From an optimization exercise on the open Yosys and OpenROAD flow, aimed at small area, a short achievable clock period and few clock cycles per item; shortcuts taken in it are not production practice. In this exercise RTL edits were held to simulation tests only and were not proved equivalent to the original. No activity file was given, so power comes from the tool's default toggle rates.

==> flow/design.v <==
module sha256(
   input clk,
   input rst,
   input init_start,
   input [607:0] header,
   input [31:0] nonce_start,
   output found,
   output [31:0] nonce_out,
   output [255:0] hash_out
);
localparam [3:0] P_IDLE = 4'd0, P_S = 4'd1, P_J = 4'd2, P_B1 = 4'd3, P_F = 4'd4,
                 P_B2 = 4'd5, P_E = 4'd6, P_I = 4'd7, P_B3 = 4'd8, P_L = 4'd9,
                 P_DONE = 4'd10;
function [31:0] bswap(input [31:0] x);
   bswap = {x[7:0], x[15:8], x[23:16], x[31:24]};
endfunction
function [31:0] iv(input [2:0] k);
   case (k)
      3'd0: iv = 32'h6a09e667;
      3'd1: iv = 32'hbb67ae85;
      3'd2: iv = 32'h3c6ef372;
      3'd3: iv = 32'ha54ff53a;
      3'd4: iv = 32'h510e527f;
      3'd5: iv = 32'h9b05688c;
      3'd6: iv = 32'h1f83d9ab;
      default: iv = 32'h5be0cd19;
   endcase
endfunction
function [31:0] kc(input [5:0] t);
   case (t)
      6'd0: kc = 32'h428a2f98; 6'd1: kc = 32'h71374491; 6'd2: kc = 32'hb5c0fbcf; 6'd3: kc = 32'he9b5dba5;
      6'd4: kc = 32'h3956c25b; 6'd5: kc = 32'h59f111f1; 6'd6: kc = 32'h923f82a4; 6'd7: kc = 32'hab1c5ed5;
      6'd8: kc = 32'hd807aa98; 6'd9: kc = 32'h12835b01; 6'd10: kc = 32'h243185be; 6'd11: kc = 32'h550c7dc3;
      6'd12: kc = 32'h72be5d74; 6'd13: kc = 32'h80deb1fe; 6'd14: kc = 32'h9bdc06a7; 6'd15: kc = 32'hc19bf174;
      6'd16: kc = 32'he49b69c1; 6'd17: kc = 32'hefbe4786; 6'd18: kc = 32'h0fc19dc6; 6'd19: kc = 32'h240ca1cc;
      6'd20: kc = 32'h2de92c6f; 6'd21: kc = 32'h4a7484aa; 6'd22: kc = 32'h5cb0a9dc; 6'd23: kc = 32'h76f988da;
      6'd24: kc = 32'h983e5152; 6'd25: kc = 32'ha831c66d; 6'd26: kc = 32'hb00327c8; 6'd27: kc = 32'hbf597fc7;
      6'd28: kc = 32'hc6e00bf3; 6'd29: kc = 32'hd5a79147; 6'd30: kc = 32'h06ca6351; 6'd31: kc = 32'h14292967;
      6'd32: kc = 32'h27b70a85; 6'd33: kc = 32'h2e1b2138; 6'd34: kc = 32'h4d2c6dfc; 6'd35: kc = 32'h53380d13;
      6'd36: kc = 32'h650a7354; 6'd37: kc = 32'h766a0abb; 6'd38: kc = 32'h81c2c92e; 6'd39: kc = 32'h92722c85;
      6'd40: kc = 32'ha2bfe8a1; 6'd41: kc = 32'ha81a664b; 6'd42: kc = 32'hc24b8b70; 6'd43: kc = 32'hc76c51a3;
      6'd44: kc = 32'hd192e819; 6'd45: kc = 32'hd6990624; 6'd46: kc = 32'hf40e3585; 6'd47: kc = 32'h106aa070;
      6'd48: kc = 32'h19a4c116; 6'd49: kc = 32'h1e376c08; 6'd50: kc = 32'h2748774c; 6'd51: kc = 32'h34b0bcb5;
      6'd52: kc = 32'h391c0cb3; 6'd53: kc = 32'h4ed8aa4a; 6'd54: kc = 32'h5b9cca4f; 6'd55: kc = 32'h682e6ff3;
      6'd56: kc = 32'h748f82ee; 6'd57: kc = 32'h78a5636f; 6'd58: kc = 32'h84c87814; 6'd59: kc = 32'h8cc70208;
      6'd60: kc = 32'h90befffa; 6'd61: kc = 32'ha4506ceb; 6'd62: kc = 32'hbef9a3f7; default: kc = 32'hc67178f2;
   endcase
endfunction
function [31:0] kc2(input [5:0] t);
   reg [5:0] u;
   begin
      u = t + 6'd2;
      kc2 = kc(u);
   end
endfunction
function [31:0] rotr(input [31:0] x, input integer n);
   rotr = (x >> n) | (x << (32 - n));
endfunction
function [31:0] bsig0(input [31:0] x);
   bsig0 = rotr(x, 2) ^ rotr(x, 13) ^ rotr(x, 22);
endfunction
function [31:0] bsig1(input [31:0] x);
   bsig1 = rotr(x, 6) ^ rotr(x, 11) ^ rotr(x, 25);
endfunction
function [31:0] ssig0(input [31:0] x);
   ssig0 = rotr(x, 7) ^ rotr(x, 18) ^ (x >> 3);
endfunction
function [31:0] ssig1(input [31:0] x);
   ssig1 = rotr(x, 17) ^ rotr(x, 19) ^ (x >> 10);
endfunction
function [31:0] csa_s(input [31:0] x, input [31:0] y, input [31:0] z);
   csa_s = x ^ y ^ z;
endfunction
function [31:0] csa_c(input [31:0] x, input [31:0] y, input [31:0] z);
   csa_c = {(x[30:0] & y[30:0]) | (x[30:0] & z[30:0]) | (y[30:0] & z[30:0]), 1'b0};
endfunction
localparam [3:0] P_D = 4'd11, P_G = 4'd14;
reg [3:0] ph;
reg [5:0] cnt;
reg init_r, init_d;
always @(posedge clk) begin
   init_r <= init_start;
   init_d <= init_r;
end
wire start = init_d & ~init_r;      
reg found_r;
reg cap_r;
reg first;
reg [31:0] N;
reg lt_acc, eq_acc;
wire lt_w, eq_w;       
wire lt7, eq7;         
reg cmp_cap;           
wire rejnow = cmp_cap & ~(lt7 | eq7);
wire found_d = lt_acc;
reg [3:0] phn;
reg [5:0] cntn;
reg last;
always @(*) begin
   case (ph)
      P_S:  last = (cnt[2:0] == 3'd6);
      P_J, P_F, P_G, P_E, P_L: last = (cnt[1:0] == 2'd3);
      P_I:  last = cnt[0];
      P_D:  last = cnt[3];
      P_B1, P_B2: last = (cnt == 6'd63);
      P_B3: last = (cnt == 6'd63);
      P_IDLE: last = start;
      P_DONE: last = 1'b0;
      default: last = 1'b1;
   endcase
   phn = ph;
   if (last) case (ph)
      P_IDLE: phn = P_S;
      P_S:  phn = P_J;
      P_J:  phn = P_B1;
      P_B1: phn = P_F;
      P_F:  phn = P_G;
      P_G:  phn = P_B2;
      P_B2: phn = P_E;
      P_E:  phn = P_I;
      P_I:  phn = P_B3;
      P_B3: phn = P_L;
      P_L:  phn = cap_r ? P_D : P_B2;
      P_D:  phn = found_d ? P_DONE : P_S;
      default: phn = P_IDLE;
   endcase
   cntn = (last || ph == P_IDLE || ph == P_DONE) ? 6'd0 : cnt + 6'd1;
end
wire [1:0] cl = last ? 2'd0 : cnt[1:0] + 2'd1;
wire inB = (ph == P_B1) | (ph == P_B2) | (ph == P_B3);
wire nB = (phn == P_B1) | (phn == P_B2) | (phn == P_B3);
wire nE = (phn == P_E);
wire nL = (phn == P_L);
wire nF = (phn == P_F);
wire nG = (phn == P_G);
wire nR61 = (ph == P_B3) & (cnt == 6'd60);
wire nB63 = inB & (cnt == 6'd62);
reg c_isB, c_aiv, c_aF, c_aE, c_kwen, c_E, c_L, c_rot, c_F;
reg [1:0] c_ivi;
reg [31:0] K_r;
reg c_xa_a, c_xa_c, c_xa_d, c_ya_0, c_ya_2, c_ya_iv;
reg c_xe_e, c_xe_g, c_xe_h;
reg [3:0] c_yoh;     
reg [2:0] c_w3;      
reg c_Dx, c_Dma, c_D0, c_rotE_D, c_rotA_D;
reg c_R61;           
always @(posedge clk) begin
   if (rst) begin
      ph <= P_IDLE;
      cnt <= 6'd0;
      c_isB <= 1'b0; c_aiv <= 1'b0; c_aF <= 1'b0; c_aE <= 1'b0;
      c_kwen <= 1'b0; c_E <= 1'b0; c_L <= 1'b0; c_rot <= 1'b0; c_F <= 1'b0;
      c_Dx <= 1'b0; c_rotE_D <= 1'b0; c_rotA_D <= 1'b0;
      c_R61 <= 1'b0;
   end else begin
      ph <= rejnow ? P_L : phn;
      cnt <= rejnow ? 6'd1 : cntn;
      c_isB <= nB & ~rejnow;
      c_aiv <= (phn == P_J) | (phn == P_I) | (nE & cl[1]);
      c_aF <= 1'b0;
      c_aE <= nE & ~cl[1];
      c_kwen <= (nB & ~nB63) | ((cl == 2'd3) & ((phn == P_J) | nG | nL)) |
                ((phn == P_I) & cl[0]);
      c_E <= nE;
      c_L <= nL | rejnow;
      c_Dx <= (phn == P_D) & ~cntn[3];
      c_rotE_D <= (phn == P_D) & ~cntn[3] & ~cntn[2];
      c_rotA_D <= (phn == P_D) & ~cntn[3] & cntn[2];
      c_rot <= nF | nG | nL | nE | rejnow;
      c_F <= nF;
      c_R61 <= nR61;
   end
   c_ivi <= (phn == P_J) ? ~cl : {nE, ~cl[0]};
   c_xa_a <= nE & ~cl[0];
   c_xa_c <= nE & cl[0];
   c_xa_d <= ~nE;
   c_ya_0 <= nE & ~cl[0];
   c_ya_2 <= nE & cl[0];
   c_ya_iv <= ~nE;
   c_xe_e <= (nE & ~cl[0]) | nR61;
   c_xe_g <= nE & cl[0];
   c_xe_h <= ~nE & ~nR61;
   c_yoh <= rejnow ? 4'b0010 : nR61 ? 4'b0001 : (4'b0001 << cl);
   c_w3 <= (phn == P_D) ? ~cntn[2:0] : 3'd7;
   c_Dma <= cntn[2];
   c_D0 <= (cntn[2:0] == 3'd0);
end
reg c_isB_a, c_aiv_a, c_aF_a, c_aE_a, c_E_a, c_L_a, c_rot_a, c_F_a;
reg [1:0] c_ivi_a;
reg [3:0] c_yoh_a;
reg c_xa_a_a, c_xa_c_a, c_xa_d_a, c_ya_0_a, c_ya_2_a, c_ya_iv_a;
always @(posedge clk) begin
   if (rst) begin
      c_isB_a <= 1'b0; c_aiv_a <= 1'b0; c_aF_a <= 1'b0; c_aE_a <= 1'b0;
      c_E_a <= 1'b0; c_L_a <= 1'b0; c_rot_a <= 1'b0; c_F_a <= 1'b0;
   end else begin
      c_isB_a <= c_isB & ~rejnow; c_aiv_a <= c_aiv; c_aF_a <= c_aF; c_aE_a <= c_aE;
      c_E_a <= c_E; c_L_a <= c_L; c_rot_a <= c_rot | rejnow; c_F_a <= c_F;
   end
   c_ivi_a <= c_ivi; c_yoh_a <= c_yoh;
   c_xa_a_a <= c_xa_a; c_xa_c_a <= c_xa_c; c_xa_d_a <= c_xa_d;
   c_ya_0_a <= c_ya_0; c_ya_2_a <= c_ya_2; c_ya_iv_a <= c_ya_iv;
end
reg [4:0] ic;
reg [1:0] iblk;
reg [4:0] icn;
reg [1:0] iblkn;
always @(*) begin
   icn = ic;
   iblkn = iblk;
   if (ph == P_S && cnt == 6'd0) begin
      icn = 5'd0; iblkn = 2'd1;
   end else if ((ph == P_B1 && cnt == 6'd61) || (ph == P_B3 && cnt == 6'd55)) begin
      icn = 5'd0; iblkn = 2'd2;
   end else if (ph == P_B2 && cnt == 6'd59) begin
      icn = 5'd0; iblkn = 2'd3;
   end else if (!ic[4])
      icn = ic + 5'd1;
end
always @(posedge clk) begin
   if (rst) begin
      ic <= 5'd16;
      iblk <= 2'd0;
   end else begin
      ic <= icn;
      iblk <= iblkn;
   end
end
wire [31:0] Nplus = N + {31'd0, ~first};
always @(posedge clk) begin
   if (rst) begin
      N <= nonce_start;
      first <= 1'b1;
      found_r <= 1'b0;
   end else begin
      if (iblk == 2'd2 && ic == 5'd3) first <= 1'b0;
      if ((ph == P_L && cnt == 6'd3 && !cap_r) || (ph == P_D && last && !found_d)) N <= Nplus;
      if (ph == P_D && last) begin
         if (found_d) found_r <= 1'b1;
         else first <= 1'b1;
      end
   end
end
reg [31:0] a, b, c, d, e, f, g, h;
reg [31:0] w [0:15];
reg [31:0] ma0, ma1, ma2, ma3, me0, me1, me2, me3;
wire [31:0] S1 = bsig1(e);
wire [31:0] CH = (e & f) ^ (~e & g);
wire [31:0] S0 = bsig0(a);
wire [31:0] MJ = (a & b) | (a & c) | (b & c);
reg [31:0] t1_r, q_r;
wire [31:0] t1;
cpa32 cpa_t(.x(csa_s(h, S1, CH)), .y(csa_c(h, S1, CH)), .s(t1));
wire [31:0] enew;
cpa32 cpa_e(.x(csa_s(q_r, S1, CH)), .y(csa_c(q_r, S1, CH)), .s(enew));
wire [31:0] anew;
cpa32 cpa_a(.x(csa_s(t1_r, S0, MJ)), .y(csa_c(t1_r, S0, MJ)), .s(anew));
always @(posedge clk) K_r <= c_isB ? kc2(cnt) : c_kwen ? 32'h71374491 : 32'h428a2f98;
wire [31:0] us = csa_s(g, K_r, w[7]);
wire [31:0] uc = csa_c(g, K_r, w[7]);
wire [31:0] hn, qn;
cpa32 cpa_h(.x(us), .y(uc), .s(hn));
cpa32 cpa_q(.x(csa_s(us, uc, b)), .y(csa_c(us, uc, b)), .s(qn));
always @(posedge clk) begin
   t1_r <= t1;
   q_r <= qn;
end
wire [31:0] xa = ({32{c_xa_a_a}} & a) | ({32{c_xa_c_a}} & c) | ({32{c_xa_d_a}} & d);
wire [31:0] iva = ({32{c_yoh_a[0]}} & iv(3'd3)) | ({32{c_yoh_a[1]}} & iv(3'd2)) |
                  ({32{c_yoh_a[2]}} & iv(3'd1)) | ({32{c_yoh_a[3]}} & iv(3'd0));
wire [31:0] ya = ({32{c_ya_0_a}} & ma0) | ({32{c_ya_2_a}} & ma2) | ({32{c_ya_iv_a}} & iva);
wire [31:0] addA;
cpa32 cpa_sa(.x(xa), .y(ya), .s(addA));
wire [31:0] xe = ({32{c_xe_e}} & e) | ({32{c_xe_g}} & g) | ({32{c_xe_h}} & h);
wire [31:0] ive = ({32{c_yoh[0]}} & iv(3'd7)) | ({32{c_yoh[1]}} & iv(3'd6)) |
                  ({32{c_yoh[2]}} & iv(3'd5)) | ({32{c_yoh[3]}} & iv(3'd4));
wire [31:0] ye = ({32{c_ya_0}} & me0) | ({32{c_ya_2}} & me2) | ({32{c_ya_iv}} & ive);
wire [31:0] addE;
cpa32 cpa_se(.x(xe), .y(ye), .s(addE));
reg [31:0] a_oth, e_oth;
always @(*) begin
   if (c_aiv_a) a_oth = iv({1'b0, c_ivi_a});
   else if (c_aE_a) a_oth = d;
   else a_oth = ma3;
   if (c_aiv) e_oth = iv({1'b1, c_ivi});
   else if (c_aE) e_oth = h;
   else e_oth = me3;
end
always @(posedge clk) begin
   a <= c_isB_a ? anew : a_oth;
   e <= (c_isB & ~rejnow) ? enew : e_oth;
   b <= a; c <= b; d <= c;
   f <= e; g <= f; h <= (c_kwen & ~rejnow) ? hn : g;
end
wire [31:0] ss1 = ssig1(w[15]);
wire [31:0] ss0 = ssig0(w[2]);
wire [31:0] q1s = csa_s(ss1, w[10], ss0);
wire [31:0] q1c = csa_c(ss1, w[10], ss0);
reg [31:0] sc_s, sc_c;
always @(posedge clk) begin
   sc_s <= csa_s(q1s, q1c, w[1]);
   sc_c <= csa_c(q1s, q1c, w[1]);
end
wire [31:0] sched;
cpa32 cpa_w(.x(sc_s), .y(sc_c), .s(sched));
wire [31:0] hw [0:18];
genvar gi;
generate for (gi = 0; gi < 19; gi = gi + 1) begin : g_hw
   assign hw[gi] = header[607 - 32*gi -: 32];
end endgenerate
reg [18:0] hsel;
integer hi;
wire hev1 = (ph == P_IDLE && start) || (ph == P_D && last && !found_d);
wire hev2 = (ph == P_B1 && cnt == 6'd60) || (ph == P_B3 && cnt == 6'd54);
always @(posedge clk) begin
   if (rst) hsel <= 19'd0;
   else begin
      hsel[0] <= hev1;
      for (hi = 1; hi < 16; hi = hi + 1) hsel[hi] <= hsel[hi-1] & ~hev1;
      hsel[16] <= hev2;
      hsel[17] <= hsel[16];
      hsel[18] <= hsel[17];
   end
end
reg [31:0] hword, hword_n;
always @(*) begin
   hword_n = 32'd0;
   for (hi = 0; hi < 19; hi = hi + 1) hword_n = hword_n | ({32{hsel[hi]}} & hw[hi]);
end
always @(posedge clk) hword <= hword_n;
reg [31:0] msg;
always @(*) begin
   msg = 32'd0;
   case (iblk)
      2'd1: msg = hword;
      2'd2: if (ic < 5'd3) msg = hword;
            else if (ic == 5'd3) msg = bswap(Nplus);
            else if (ic == 5'd4) msg = 32'h80000000;
            else if (ic == 5'd15) msg = 32'h00000280;
      2'd3: if (ic == 5'd8) msg = 32'h80000000;
            else if (ic == 5'd15) msg = 32'h00000100;
      default: msg = 32'd0;
   endcase
end
reg c_selE;         
always @(posedge clk) c_selE <= (iblkn == 2'd3) && (icn[4:2] == 3'd1);
integer k;
always @(posedge clk) begin
   for (k = 0; k < 15; k = k + 1) w[k] <= w[k+1];
   if (c_E_a) w[10] <= addA;
   w[15] <= c_selE ? addE : ic[4] ? sched : msg;
end
wire ins = c_F | (c_L & cap_r);
wire ins_a = c_F_a | (c_L_a & cap_r);
always @(posedge clk) begin
   if (c_rot_a | c_rotA_D) begin
      ma1 <= ma0; ma2 <= ma1; ma3 <= ma2; ma0 <= ins_a ? addA : ma3;
   end
   if (c_rot | c_rotE_D | rejnow) begin
      me1 <= me0; me2 <= me1; me3 <= me2; me0 <= ins ? addE : me3;
   end
end
reg [5:0] qs, qs1;
reg [1:0] rs;
reg [23:0] mant;
wire [7:0] sx = header[7:0] - 8'd3;
always @(posedge clk) begin
   qs <= sx[7:2];
   qs1 <= sx[7:2] + 6'd1;
   rs <= sx[1:0];
   mant <= {header[15:8], header[23:16], header[31:24]};
end
wire [55:0] mm = {32'd0, mant} << {rs, 3'b000};
reg [31:0] vh_r;
wire [5:0] wt = {3'd0, c_w3};
wire [31:0] twd = (wt == qs) ? mm[31:0] : (wt == qs1) ? mm[55:32] : 32'd0;
reg [31:0] t7_r;
always @(posedge clk) t7_r <= (qs == 6'd7) ? mm[31:0] : (qs1 == 6'd7) ? mm[55:32] : 32'd0;
wire [31:0] cx = bswap(c_Dma ? ma3 : me3);
cmp32 cmpd(.x(cx), .y(twd), .lt(lt_w), .eq(eq_w));
cmp32 cmp7(.x(vh_r), .y(t7_r), .lt(lt7), .eq(eq7));
always @(posedge clk) begin
   vh_r <= bswap(addE);
   cmp_cap <= c_R61;
   if (cmp_cap) cap_r <= lt7 | eq7;
   if (c_Dx) begin
      lt_acc <= c_D0 ? lt_w : (lt_acc | (eq_acc & lt_w));
      eq_acc <= c_D0 ? eq_w : (eq_acc & eq_w);
   end
end
assign found = found_r;
assign nonce_out = N;
assign hash_out = {bswap(me3), bswap(me2), bswap(me1), bswap(me0),
                   bswap(ma3), bswap(ma2), bswap(ma1), bswap(ma0)};
endmodule
module cmp32(input [31:0] x, input [31:0] y, output lt, output eq);
   wire [3:0] bl, be;
   genvar i;
   generate for (i = 0; i < 4; i = i + 1) begin : g_b
      assign bl[i] = x[8*i +: 8] < y[8*i +: 8];
      assign be[i] = x[8*i +: 8] == y[8*i +: 8];
   end endgenerate
   assign lt = bl[3] | (be[3] & bl[2]) | (be[3] & be[2] & bl[1]) | (be[3] & be[2] & be[1] & bl[0]);
   assign eq = &be;
endmodule
module cpa32(input [31:0] x, input [31:0] y, output [31:0] s);
   wire [31:0] g0 = x & y;
   wire [31:0] p0 = x ^ y;
   wire [31:0] g1 = {g0[31] | (p0[31] & g0[30]), g0[30], g0[29] | (p0[29] & g0[28]), g0[28], g0[27] | (p0[27] & g0[26]), g0[26], g0[25] | (p0[25] & g0[24]), g0[24], g0[23] | (p0[23] & g0[22]), g0[22], g0[21] | (p0[21] & g0[20]), g0[20], g0[19] | (p0[19] & g0[18]), g0[18], g0[17] | (p0[17] & g0[16]), g0[16], g0[15] | (p0[15] & g0[14]), g0[14], g0[13] | (p0[13] & g0[12]), g0[12], g0[11] | (p0[11] & g0[10]), g0[10], g0[9] | (p0[9] & g0[8]), g0[8], g0[7] | (p0[7] & g0[6]), g0[6], g0[5] | (p0[5] & g0[4]), g0[4], g0[3] | (p0[3] & g0[2]), g0[2], g0[1] | (p0[1] & g0[0]), g0[0]};
   wire [31:0] p1 = {(p0[31] & p0[30]), (p0[30]), (p0[29] & p0[28]), (p0[28]), (p0[27] & p0[26]), (p0[26]), (p0[25] & p0[24]), (p0[24]), (p0[23] & p0[22]), (p0[22]), (p0[21] & p0[20]), (p0[20]), (p0[19] & p0[18]), (p0[18]), (p0[17] & p0[16]), (p0[16]), (p0[15] & p0[14]), (p0[14]), (p0[13] & p0[12]), (p0[12]), (p0[11] & p0[10]), (p0[10]), (p0[9] & p0[8]), (p0[8]), (p0[7] & p0[6]), (p0[6]), (p0[5] & p0[4]), (p0[4]), (p0[3] & p0[2]), (p0[2]), (p0[1] & p0[0]), (p0[0])};
   wire [31:0] g2 = {g1[31] | (p1[31] & g1[29]), g1[30] | (p1[30] & g1[29]), g1[29], g1[28], g1[27] | (p1[27] & g1[25]), g1[26] | (p1[26] & g1[25]), g1[25], g1[24], g1[23] | (p1[23] & g1[21]), g1[22] | (p1[22] & g1[21]), g1[21], g1[20], g1[19] | (p1[19] & g1[17]), g1[18] | (p1[18] & g1[17]), g1[17], g1[16], g1[15] | (p1[15] & g1[13]), g1[14] | (p1[14] & g1[13]), g1[13], g1[12], g1[11] | (p1[11] & g1[9]), g1[10] | (p1[10] & g1[9]), g1[9], g1[8], g1[7] | (p1[7] & g1[5]), g1[6] | (p1[6] & g1[5]), g1[5], g1[4], g1[3] | (p1[3] & g1[1]), g1[2] | (p1[2] & g1[1]), g1[1], g1[0]};
   wire [31:0] p2 = {(p1[31] & p1[29]), (p1[30] & p1[29]), (p1[29]), (p1[28]), (p1[27] & p1[25]), (p1[26] & p1[25]), (p1[25]), (p1[24]), (p1[23] & p1[21]), (p1[22] & p1[21]), (p1[21]), (p1[20]), (p1[19] & p1[17]), (p1[18] & p1[17]), (p1[17]), (p1[16]), (p1[15] & p1[13]), (p1[14] & p1[13]), (p1[13]), (p1[12]), (p1[11] & p1[9]), (p1[10] & p1[9]), (p1[9]), (p1[8]), (p1[7] & p1[5]), (p1[6] & p1[5]), (p1[5]), (p1[4]), (p1[3] & p1[1]), (p1[2] & p1[1]), (p1[1]), (p1[0])};
   wire [31:0] g3 = {g2[31] | (p2[31] & g2[27]), g2[30] | (p2[30] & g2[27]), g2[29] | (p2[29] & g2[27]), g2[28] | (p2[28] & g2[27]), g2[27], g2[26], g2[25], g2[24], g2[23] | (p2[23] & g2[19]), g2[22] | (p2[22] & g2[19]), g2[21] | (p2[21] & g2[19]), g2[20] | (p2[20] & g2[19]), g2[19], g2[18], g2[17], g2[16], g2[15] | (p2[15] & g2[11]), g2[14] | (p2[14] & g2[11]), g2[13] | (p2[13] & g2[11]), g2[12] | (p2[12] & g2[11]), g2[11], g2[10], g2[9], g2[8], g2[7] | (p2[7] & g2[3]), g2[6] | (p2[6] & g2[3]), g2[5] | (p2[5] & g2[3]), g2[4] | (p2[4] & g2[3]), g2[3], g2[2], g2[1], g2[0]};
   wire [31:0] p3 = {(p2[31] & p2[27]), (p2[30] & p2[27]), (p2[29] & p2[27]), (p2[28] & p2[27]), (p2[27]), (p2[26]), (p2[25]), (p2[24]), (p2[23] & p2[19]), (p2[22] & p2[19]), (p2[21] & p2[19]), (p2[20] & p2[19]), (p2[19]), (p2[18]), (p2[17]), (p2[16]), (p2[15] & p2[11]), (p2[14] & p2[11]), (p2[13] & p2[11]), (p2[12] & p2[11]), (p2[11]), (p2[10]), (p2[9]), (p2[8]), (p2[7] & p2[3]), (p2[6] & p2[3]), (p2[5] & p2[3]), (p2[4] & p2[3]), (p2[3]), (p2[2]), (p2[1]), (p2[0])};
   wire [31:0] g4 = {g3[31] | (p3[31] & g3[23]), g3[30] | (p3[30] & g3[23]), g3[29] | (p3[29] & g3[23]), g3[28] | (p3[28] & g3[23]), g3[27] | (p3[27] & g3[23]), g3[26] | (p3[26] & g3[23]), g3[25] | (p3[25] & g3[23]), g3[24] | (p3[24] & g3[23]), g3[23], g3[22], g3[21], g3[20], g3[19], g3[18], g3[17], g3[16], g3[15] | (p3[15] & g3[7]), g3[14] | (p3[14] & g3[7]), g3[13] | (p3[13] & g3[7]), g3[12] | (p3[12] & g3[7]), g3[11] | (p3[11] & g3[7]), g3[10] | (p3[10] & g3[7]), g3[9] | (p3[9] & g3[7]), g3[8] | (p3[8] & g3[7]), g3[7], g3[6], g3[5], g3[4], g3[3], g3[2], g3[1], g3[0]};
   wire [31:0] p4 = {(p3[31] & p3[23]), (p3[30] & p3[23]), (p3[29] & p3[23]), (p3[28] & p3[23]), (p3[27] & p3[23]), (p3[26] & p3[23]), (p3[25] & p3[23]), (p3[24] & p3[23]), (p3[23]), (p3[22]), (p3[21]), (p3[20]), (p3[19]), (p3[18]), (p3[17]), (p3[16]), (p3[15] & p3[7]), (p3[14] & p3[7]), (p3[13] & p3[7]), (p3[12] & p3[7]), (p3[11] & p3[7]), (p3[10] & p3[7]), (p3[9] & p3[7]), (p3[8] & p3[7]), (p3[7]), (p3[6]), (p3[5]), (p3[4]), (p3[3]), (p3[2]), (p3[1]), (p3[0])};
   wire [31:0] g5 = {g4[31] | (p4[31] & g4[15]), g4[30] | (p4[30] & g4[15]), g4[29] | (p4[29] & g4[15]), g4[28] | (p4[28] & g4[15]), g4[27] | (p4[27] & g4[15]), g4[26] | (p4[26] & g4[15]), g4[25] | (p4[25] & g4[15]), g4[24] | (p4[24] & g4[15]), g4[23] | (p4[23] & g4[15]), g4[22] | (p4[22] & g4[15]), g4[21] | (p4[21] & g4[15]), g4[20] | (p4[20] & g4[15]), g4[19] | (p4[19] & g4[15]), g4[18] | (p4[18] & g4[15]), g4[17] | (p4[17] & g4[15]), g4[16] | (p4[16] & g4[15]), g4[15], g4[14], g4[13], g4[12], g4[11], g4[10], g4[9], g4[8], g4[7], g4[6], g4[5], g4[4], g4[3], g4[2], g4[1], g4[0]};
   wire [31:0] p5 = {(p4[31] & p4[15]), (p4[30] & p4[15]), (p4[29] & p4[15]), (p4[28] & p4[15]), (p4[27] & p4[15]), (p4[26] & p4[15]), (p4[25] & p4[15]), (p4[24] & p4[15]), (p4[23] & p4[15]), (p4[22] & p4[15]), (p4[21] & p4[15]), (p4[20] & p4[15]), (p4[19] & p4[15]), (p4[18] & p4[15]), (p4[17] & p4[15]), (p4[16] & p4[15]), (p4[15]), (p4[14]), (p4[13]), (p4[12]), (p4[11]), (p4[10]), (p4[9]), (p4[8]), (p4[7]), (p4[6]), (p4[5]), (p4[4]), (p4[3]), (p4[2]), (p4[1]), (p4[0])};
   assign s = p0 ^ {g5[30:0], 1'b0};
endmodule
==> flow/flow/run.sh <==
#!/bin/bash
# Layout flow: the standard synthesis, then the standard ORFS steps with
# small port buffers and a tighter setup-repair margin.  Each step's full
# output goes to a log file in this folder (ORFS's own logs are kept under
# orfs/logs).
set -uo pipefail
EXTRA=$(cat flow/extra_vars.txt)
bash standard.sh synth > synth.log 2>&1 || { echo "synth failed"; exit 1; }
eval "bash standard.sh $EXTRA finish" > layout.log 2>&1 || { echo "layout failed"; exit 1; }
test -f out/final.def || { echo "no final.def"; exit 1; }
==> flow/flow/extra_vars.txt <==
'BUFFER_PORTS_ARGS=-buffer_cell sky130_fd_sc_hd__buf_1' SETUP_SLACK_MARGIN=6
==> flow/standard.sh <==
#!/bin/bash
# synth_recipe.tcl (not shown) runs the flow's synth.tcl, then flattens the netlist and writes it again
# the make line also repeats each setting of config.mk as NAME=value (left out here)
make -C /OpenROAD-flow-scripts/flow DESIGN_CONFIG=/design/flow/config.mk WORK_HOME=/design/flow/orfs CLKGATE_MAP_FILE= SYNTH_SCRIPT=/design/flow/synth_recipe.tcl "${@:-finish}"
==> flow/config.mk <==
export PLATFORM = sky130hd
export DESIGN_NAME = sha256
export DESIGN_NICKNAME = sha256
export VERILOG_FILES = /design/flow/design.v
export SDC_FILE = /design/flow/constraint.sdc
export NUM_CORES = 8
export LEC_CHECK = 0
export CAP_MARGIN = 20
export CORE_MARGIN = 2
export CORE_UTILIZATION = 40
export CTS_BUF_LIST = sky130_fd_sc_hd__clkbuf_8 sky130_fd_sc_hd__clkbuf_16
export CTS_CLUSTER_DIAMETER = 50
export CTS_CLUSTER_SIZE = 20
export PLACE_DENSITY = 0.55
export SETUP_SLACK_MARGIN = 5
export SLEW_MARGIN = 20
export SYNTH_HIERARCHICAL = 1
export SYNTH_MINIMUM_KEEP_SIZE = 0
==> flow/constraint.sdc <==
create_clock -name core_clock -period 10.0 [get_ports {clk}]
set_input_delay 2.0000 -clock core_clock [delete_from_list [all_inputs] [get_ports {clk}]]
set_output_delay 2.0000 -clock core_clock [all_outputs]
set_load 0.01 [all_outputs]
==> flow_metrics.env, run 1 <==
export IMPL_grt_pass1_vias=55704
export IMPL_most_common_layout_cells="dfxtp_1 (1079), buf_1 (930), inv_1 (517)"
export IMPL_power_switching_share_pct=45.5
export IMPL_drc_errors=0
export IMPL_timing_hold_ws_ns=0.303
export IMPL_synth_cells=6504
export IMPL_ys_async_sr_fraction_pct=0
export IMPL_firstDrtPassIters=13
export IMPL_clock_path_buffers=3
export IMPL_cts_made_buffers=153
export IMPL_startpoint_type="flop"
export IMPL_coreArea_sq_mm=0.172
export IMPL_syn_cell_area_sq_mm=0.0690
export IMPL_die_w_um=419
export IMPL_wl_per_cell_um=37.0
export IMPL_numPortBuffers=931
export IMPL_clk_latency_ns=0.84
export IMPL_ys_warnings_count=8
export IMPL_regMostFlops="w"
export IMPL_crit_required_ns=10.59
export IMPL_avgSynthCellArea_sq_um=10.6
export IMPL_n_fill_cell=16369
export IMPL_crit_type="reg2reg"
export IMPL_htreeDepth=4
export IMPL_irDropWorstVdd_mv=0.209
export IMPL_cts_sinks=1406
export IMPL_max_slew_margin_pct=18.7
export IMPL_fin_crit_sh_pct=40.0
export IMPL_post_route_util_pct=47.1
export IMPL_synth_top_area_share_pct=32.3
export IMPL_hold_violations=0
export IMPL_maxCapViolations=0
export IMPL_worstHoldPathType="reg2reg"
export IMPL_drt_iter0_drc=7911
export IMPL_pre_cts_ws_ns=5.73
export IMPL_grt_use_total_pct=40.3
export IMPL_min_period_ns=4.00
export IMPL_synth_xor_area_share_pct=6.49
export IMPL_drive_above_1_share_pct=10.6
export IMPL_gr_total_overflow=0
export IMPL_synth_area_leaders="dfxtp_1 (32%), edfxtp_1 (13%), fa_1 (7.4%), ha_1 (6.2%), xnor2_1 (4.9%)"
export IMPL_antenna_found_initial=106
export IMPL_grt_max_degree=68
export IMPL_p_sw_mw=14.8
export IMPL_endpoint_kind="flop"
export IMPL_tns_ns=0
export IMPL_power_leakage_nw=31.2
export IMPL_avgViaCountPerCell=5.98
export IMPL_layout_nets=8598
export IMPL_hpwl_um=298000
export IMPL_synth_flop_cell="dfxtp_1"
export IMPL_fin_ws_ns=6.00
export IMPL_clock_skew_ns=0.0477
export IMPL_synth_seq_cells=1406
export IMPL_worstMarginPinSlew_ns=1.22
export IMPL_cts_root_buf="clkbuf_16"
export IMPL_ys_types=95
export IMPL_synthMuxAreaShare_pct=4.84
export IMPL_cts_hold_buf=0
export IMPL_dieArea_sq_mm=0.176
export IMPL_powerDensity_mw_per_mm2=402
export IMPL_slew_violations=0
export IMPL_yosysSeqAreaShare_pct=45.0
export IMPL_arrival_ns=4.59
export IMPL_synth_edf_count=291
export IMPL_row_count=152
export IMPL_finalSetupViolations=0
export IMPL_postRouteAntennaNets=0
export IMPL_fp_dieH_um=419
export IMPL_ios=932
export IMPL_synthAdderAreaFrac_pct=14.1
export IMPL_rsz0062_at_grt="no"
export IMPL_p_int_mw=17.7
export IMPL_area_delta_synth_final_pct=16.9
export IMPL_final_common_cell="dfxtp_1"
export IMPL_cp_max_fo=64
export IMPL_synth_compound_area_share_pct=16.1
export IMPL_clk_pin_slew_ns=0.08
export IMPL_synth_top_area_cell="dfxtp_1"
export IMPL_vias=58891
export IMPL_seqPwrFrac_pct=29.0
export IMPL_gp_congestion=1.08
export IMPL_status="timing/DRC/antenna clean"
export IMPL_synth_simple_area_share_pct=8.86
export IMPL_wl_um=364000
export IMPL_finalPower_mw=32.4
export IMPL_max_freq_mhz=250
export IMPL_synth_top_family_by_area="compound AO/OA/AOI/OAI gates"
export IMPL_start_util_pct=40.2
export IMPL_grt_pass1_wl_um=481000
export IMPL_largest_reg_flops=480
export IMPL_power_frac_comb_pct=52.8
export IMPL_cts_tree="done"
export IMPL_pwr_share_clk_pct=18.3
==> cell usage after synthesis (36+ instances only) <==
master,count
nor2b_1,92
mux2_2,219
inv_1,500
nand3_1,123
nor2_1,327
nor3_1,69
buf_1,41
ha_1,343
a221oi_1,54
o21a_1,36
a22o_1,40
a211oi_1,50
a22oi_1,235
a221o_1,43
nand4_1,101
a21oi_1,319
fa_1,255
a21o_1,47
xor2_1,128
o211ai_1,52
a222oi_1,100
nand2_1,379
clkbuf_1,290
o21ai_0,237
mux2i_1,85
dfxtp_1,1115
xnor2_1,384
edfxtp_1,291
==> modules after synthesis, one instance, submodules excluded <==
module | area (sq um) | flops+latches
cmp32 | 817 | 0
cpa32 | 1440 | 0
sha256 | 55900 | 1406
==> critical path, stage by stage (launching register included) <==
cell	delay [ns]
dfxtp_2	0.33
buf_8	0.21
a222oi_1	0.95
inv_1	0.11
ha_2	0.35
a211oi_4	0.28
o211ai_1	0.17
a22oi_2	0.22
a21oi_2	0.10
a221o_2	0.43
mux2i_4	0.23
mux2_2	0.28
==> cells by family (layout without fill, tap and decap cells) <==
family	count (synthesis)	after routing
compound gates	1538	1538
xor+xnor	512	512
fa+ha+maj	631	631
buf+inv	840	1809
flops	1406	1406
mux	305	305
other cells	1	63
simple gates	1271	1273
==> area by class of cell <==
class,instances,area (sq um),area share [%]
multi-input combinational,4265,35200,43.5
sequential,1406,31100,38.5
timing repair buffer,1028,4290,5.32
clock buffer,158,3920,4.86
tap,2310,2890,3.58
inverter,503,1890,2.34
clock inverter,120,1330,1.65
antenna,57,143,0.177
==> final timing paths <==
check,startpoint,to,slack [ns],cells past startpoint
worst max-delay path,c_xa_a_a$_DFF_P_,ma0[31]$_DFFE_PP_,6.00,11
worst min-delay path,c_R61$_SDFF_PP0_,cmp_cap$_DFF_P_,0.30,0
worst max register to register,c_xa_a_a$_DFF_P_,ma0[31]$_DFFE_PP_,6.00,11
worst min register to register,c_R61$_SDFF_PP0_,cmp_cap$_DFF_P_,0.30,0
==> power by group through the flow <==
stage | clock (mW) | combinational (mW) | sequential [mW]
final | 5.92 | 17.1 | 9.40
after global routing | 6.19 | 18.6 | 9.47
after CTS | 5.97 | 16.8 | 9.35
after detailed placement | 0 | 16.5 | 9.45
after global placement | 0 | 16.5 | 9.46
after floorplan | 0 | 11.4 | 8.40
==> metal layers <==
metal	vias up	part of all wire [%]	track usage, %
met5	-	0.14	1.22
met4	50	9.9	34.2
met3	954	10	12.9
met2	3620	43	58.7
met1	29202	37	48.1
li1	25065	-	-
==> through the flow <==
step / instances / instance area, sq um
floorplan: 6509 / 69100
global placement: 9487 / 74900
detailed placement: 9489 / 74900
CTS: 9774 / 80300
global route: 9816 / 80700
finish: 9847 / 80700
==> what timing repair did <==
item                       4_1_cts  5_1_grt
resized for setup               29       53
pin swaps                        7       15
setup endpoints to repair      112      150
gates cloned                     1        1
buffers inserted                 6       12
Testbench counts, summed over its fixed seeds: cycles 848,264, nonces 6,203.
==> run 2: changes to the inputs <==
==> flow/flow/extra_vars.txt (replaced) <==
'BUFFER_PORTS_ARGS=-buffer_cell sky130_fd_sc_hd__buf_1' SETUP_SLACK_MARGIN=6.3
==> flow_metrics.env, run 2 <==
export IMPL_ios=932
export IMPL_drc_errors=0
export IMPL_crit_type="reg2reg"
export IMPL_synth_edf_count=291
export IMPL_gr_total_overflow=0
export IMPL_grt_max_degree=68
export IMPL_clk_pin_slew_ns=0.08
export IMPL_vias=59308
export IMPL_fp_dieH_um=419
export IMPL_cts_sinks=1406
export IMPL_die_w_um=419
export IMPL_yosysSeqAreaShare_pct=45.0
export IMPL_area_delta_synth_final_pct=19.8
export IMPL_arrival_ns=4.41
export IMPL_powerDensity_mw_per_mm2=398
export IMPL_fin_crit_sh_pct=38.1
export IMPL_row_count=152
export IMPL_clock_path_buffers=3
export IMPL_synth_top_area_share_pct=32.3
export IMPL_drt_iter0_drc=7880
export IMPL_synth_flop_cell="dfxtp_1"
export IMPL_ys_async_sr_fraction_pct=0
export IMPL_start_util_pct=40.2
export IMPL_clock_skew_ns=0.0491
export IMPL_worstHoldPathType="reg2reg"
export IMPL_wl_per_cell_um=37.2
export IMPL_synth_area_leaders="dfxtp_1 (32%), edfxtp_1 (13%), fa_1 (7.4%), ha_1 (6.2%), xnor2_1 (4.9%)"
export IMPL_startpoint_type="flop"
export IMPL_finalSetupViolations=0
export IMPL_synth_cells=6504
export IMPL_hpwl_um=298000
export IMPL_cts_root_buf="clkbuf_16"
export IMPL_avgSynthCellArea_sq_um=10.6
export IMPL_endpoint_kind="flop"
export IMPL_irDropWorstVdd_mv=0.209
export IMPL_crit_required_ns=10.60
export IMPL_firstDrtPassIters=8
export IMPL_htreeDepth=4
export IMPL_cts_tree="done"
export IMPL_gp_congestion=1.08
export IMPL_maxCapViolations=0
export IMPL_grt_pass1_wl_um=486000
export IMPL_synth_seq_cells=1406
export IMPL_dieArea_sq_mm=0.176
export IMPL_critPathSlowestCell="a222oi_1"
export IMPL_ys_warnings_count=8
export IMPL_tns_ns=0
export IMPL_crit_chain="buf_4 -> clkbuf_16 -> a222oi_1 -> inv_1 -> ha_1 -> inv_1 -> o21bai_2 -> a21o_1 -> a221o_2 -> mux2i_4 -> mux2_2"
export IMPL_rsz0062_at_grt="yes"
export IMPL_grt_use_total_pct=40.8
export IMPL_regMostFlops="w"
export IMPL_cp_max_fo=19
export IMPL_setup_worst_path_start="c_xe_g$_DFF_P_"
export IMPL_layout_nets=8696
export IMPL_reg2reg_from="c_xe_g$_DFF_P_"
export IMPL_max_slew_margin_pct=12.4
export IMPL_wl_um=370000
export IMPL_numPortBuffers=931
export IMPL_synth_commonest_cells="dfxtp_1 (1115), inv_1 (500), xnor2_1 (384)"
export IMPL_antenna_found_initial=95
export IMPL_yosys_cell_count_top_type="dfxtp_1"
export IMPL_slew_violations=0
export IMPL_cts_made_buffers=153
export IMPL_timing_hold_ws_ns=0.298
export IMPL_cts_hold_buf=0
export IMPL_status="timing/DRC/antenna clean"
export IMPL_clk_latency_ns=0.84
export IMPL_drive_above_1_share_pct=14.0
export IMPL_final_common_cell="dfxtp_1"
export IMPL_n_fill_cell=16165
export IMPL_postRouteAntennaNets=0
export IMPL_synth_top_area_cell="dfxtp_1"
export IMPL_grt_pass1_vias=56156
export IMPL_coreArea_sq_mm=0.172
export IMPL_hold_violations=0
export IMPL_min_period_ns=3.81
export IMPL_avgViaCountPerCell=5.97
export IMPL_syn_cell_area_sq_mm=0.0690
export IMPL_worstMarginPinSlew_ns=1.31
export IMPL_min_delay_start="c_R61$_SDFF_PP0_"
export IMPL_max_stage_delay_ns=0.92
export IMPL_reg2reg_depth=11
export IMPL_max_freq_mhz=263
export IMPL_holdPathStages=0
export IMPL_largest_reg_flops=480
export IMPL_most_common_layout_cells="dfxtp_1 (1022), buf_1 (924), inv_1 (515)"
export IMPL_cpMostUsedCell="inv_1"
export IMPL_ys_types=95
export IMPL_power_leakage_nw=32.1
==> run 2: cell types whose count changed in the layout (fill, tap and decap cells not counted), moves of 11 or more <==
| cell | previous run | this run |
|---|---|---|
| buf_6 | 5 | 18 |
| nand2_1 | 368 | 356 |
| buf_4 | 85 | 153 |
| dfxtp_2 | 33 | 70 |
| dfxtp_4 | 3 | 23 |
| xnor2_1 | 376 | 352 |
| ha_4 | 0 | 11 |
| ha_1 | 339 | 319 |
| dfxtp_1 | 1079 | 1022 |
| xnor2_2 | 8 | 28 |
==> run 2: what timing repair did <==
action | CTS | global route
gates cloned | 7 | 4
setup endpoints to repair | 277 | 244
hold endpoints to repair | 0 | 0
pin swaps | 40 | 49
setup buffers | 85 | 23
resized for setup | 138 | 190
==> run 2: critical path, delay by kind of cell, from the launching register on <==
family	cells	cell delay [ns]
flops	1	0.38
fa+ha+maj	1	0.37
compound gates	4	1.72
mux	2	0.49
buf+inv	4	0.61
==> run 2: final cells by class <==
| type | count | area, sq um | area share, % |
|---|---|---|---|
| multi-input combinational | 4265 | 35900 | 43.4 |
| clock buffer | 158 | 3920 | 4.74 |
| clock inverter | 120 | 1330 | 1.61 |
| sequential | 1406 | 31200 | 37.8 |
| timing repair buffer | 1126 | 5410 | 6.54 |
| inverter | 503 | 1900 | 2.30 |
| antenna | 51 | 128 | 0.154 |
| tap | 2310 | 2890 | 3.49 |
==> run 2: Yosys stat by module (local to each module, per instance) <==
module	flops+latches	copies in the design	area, sq um
cmp32	0	2	817
cpa32	0	8	1440
sha256	1406	1	55900
==> run 2: routing by layer <==
metal / up-vias / global-route usage [%] / wire, um
met1: 29449 / 48.3 / 136000
met2: 3612 / 59.7 / 158000
li1: 25257 / - / -
met5: - / 0.583 / 312
met3: 944 / 13.4 / 38700
met4: 46 / 34.5 / 36300
==> run 2: where the power goes <==
| group | switching (mW) | internal, mW |
|---|---|---|
| clock | 2.77 | 3.16 |
| sequential | 1.73 | 7.68 |
| combinational | 10.5 | 7.11 |
| total | 15.0 | 18.0 |
==> run 2: final timing paths <==
path / slack [ns] / endpoint
hold / removal: 0.30 / cmp_cap$_DFF_P_
setup reg to reg: 6.19 / me0[31]$_DFFE_PP_
hold reg to reg: 0.30 / cmp_cap$_DFF_P_
setup / recovery: 6.19 / me0[31]$_DFFE_PP_
==> run 2: cell families (layout without fill, tap and decap cells) <==
| logic type | Yosys count | in the layout | share of synthesized area [%] |
|---|---|---|---|
| other cells | 1 | 57 | 0.00543 |
| buf+inv | 840 | 1907 | 4.59 |
| fa+ha+maj | 631 | 631 | 14.1 |
| xor+xnor | 512 | 512 | 6.49 |
| simple gates | 1271 | 1273 | 8.86 |
| flops | 1406 | 1406 | 45.0 |
| compound gates | 1538 | 1538 | 16.1 |
| mux | 305 | 305 | 4.84 |
==> run 2: per-stage QoR <==
step / instances / util, % / power [mW] / setup WS (ns) / cell area [sq um]
global route: 9910 / 48.2 / 34.7 / 6.17 / 82600
finish: 9939 / 48.2 / 32.9 / 6.19 / 82700
detailed placement: 9489 / 43.7 / 26.0 / 5.73 / 74900
floorplan: 6509 / - / 19.8 / 6.31 / 69100
global placement: 9487 / 43.6 / 26.0 / 4.95 / 74900
CTS: 9859 / 47.5 / 32.3 / 6.28 / 81500

## re-timing with driven ports
The flow's constraints put no driver on any port. The routed layouts listed below were extracted and timed again, unchanged, in two steps. Step 1 assumes that a clkbuf_16 drives the clock port and a buf_2 every other input. Step 2 moves the port delays by t, midway between the first and last clock arrival at a register: inputs arrive t later, outputs are due t later. That takes back most of the time a late clock gives input paths. Slacks: ideal / step 1 / step 2; pairs: ideal / step 1.
run | shift t [ns] | setup slack, ns | slew at the worst register clock pin (ns)
run 1 | 0.894 | 5.997 / 5.982 / 5.648 | 0.08 / 0.08
run 2 | 0.894 | 6.192 / 6.192 / 5.624 | 0.08 / 0.08
After both steps every run listed still meets setup and hold. The setup slack of run 2, which loses most, moves by 0.000 ns with the drivers and by -0.568 ns with both steps.
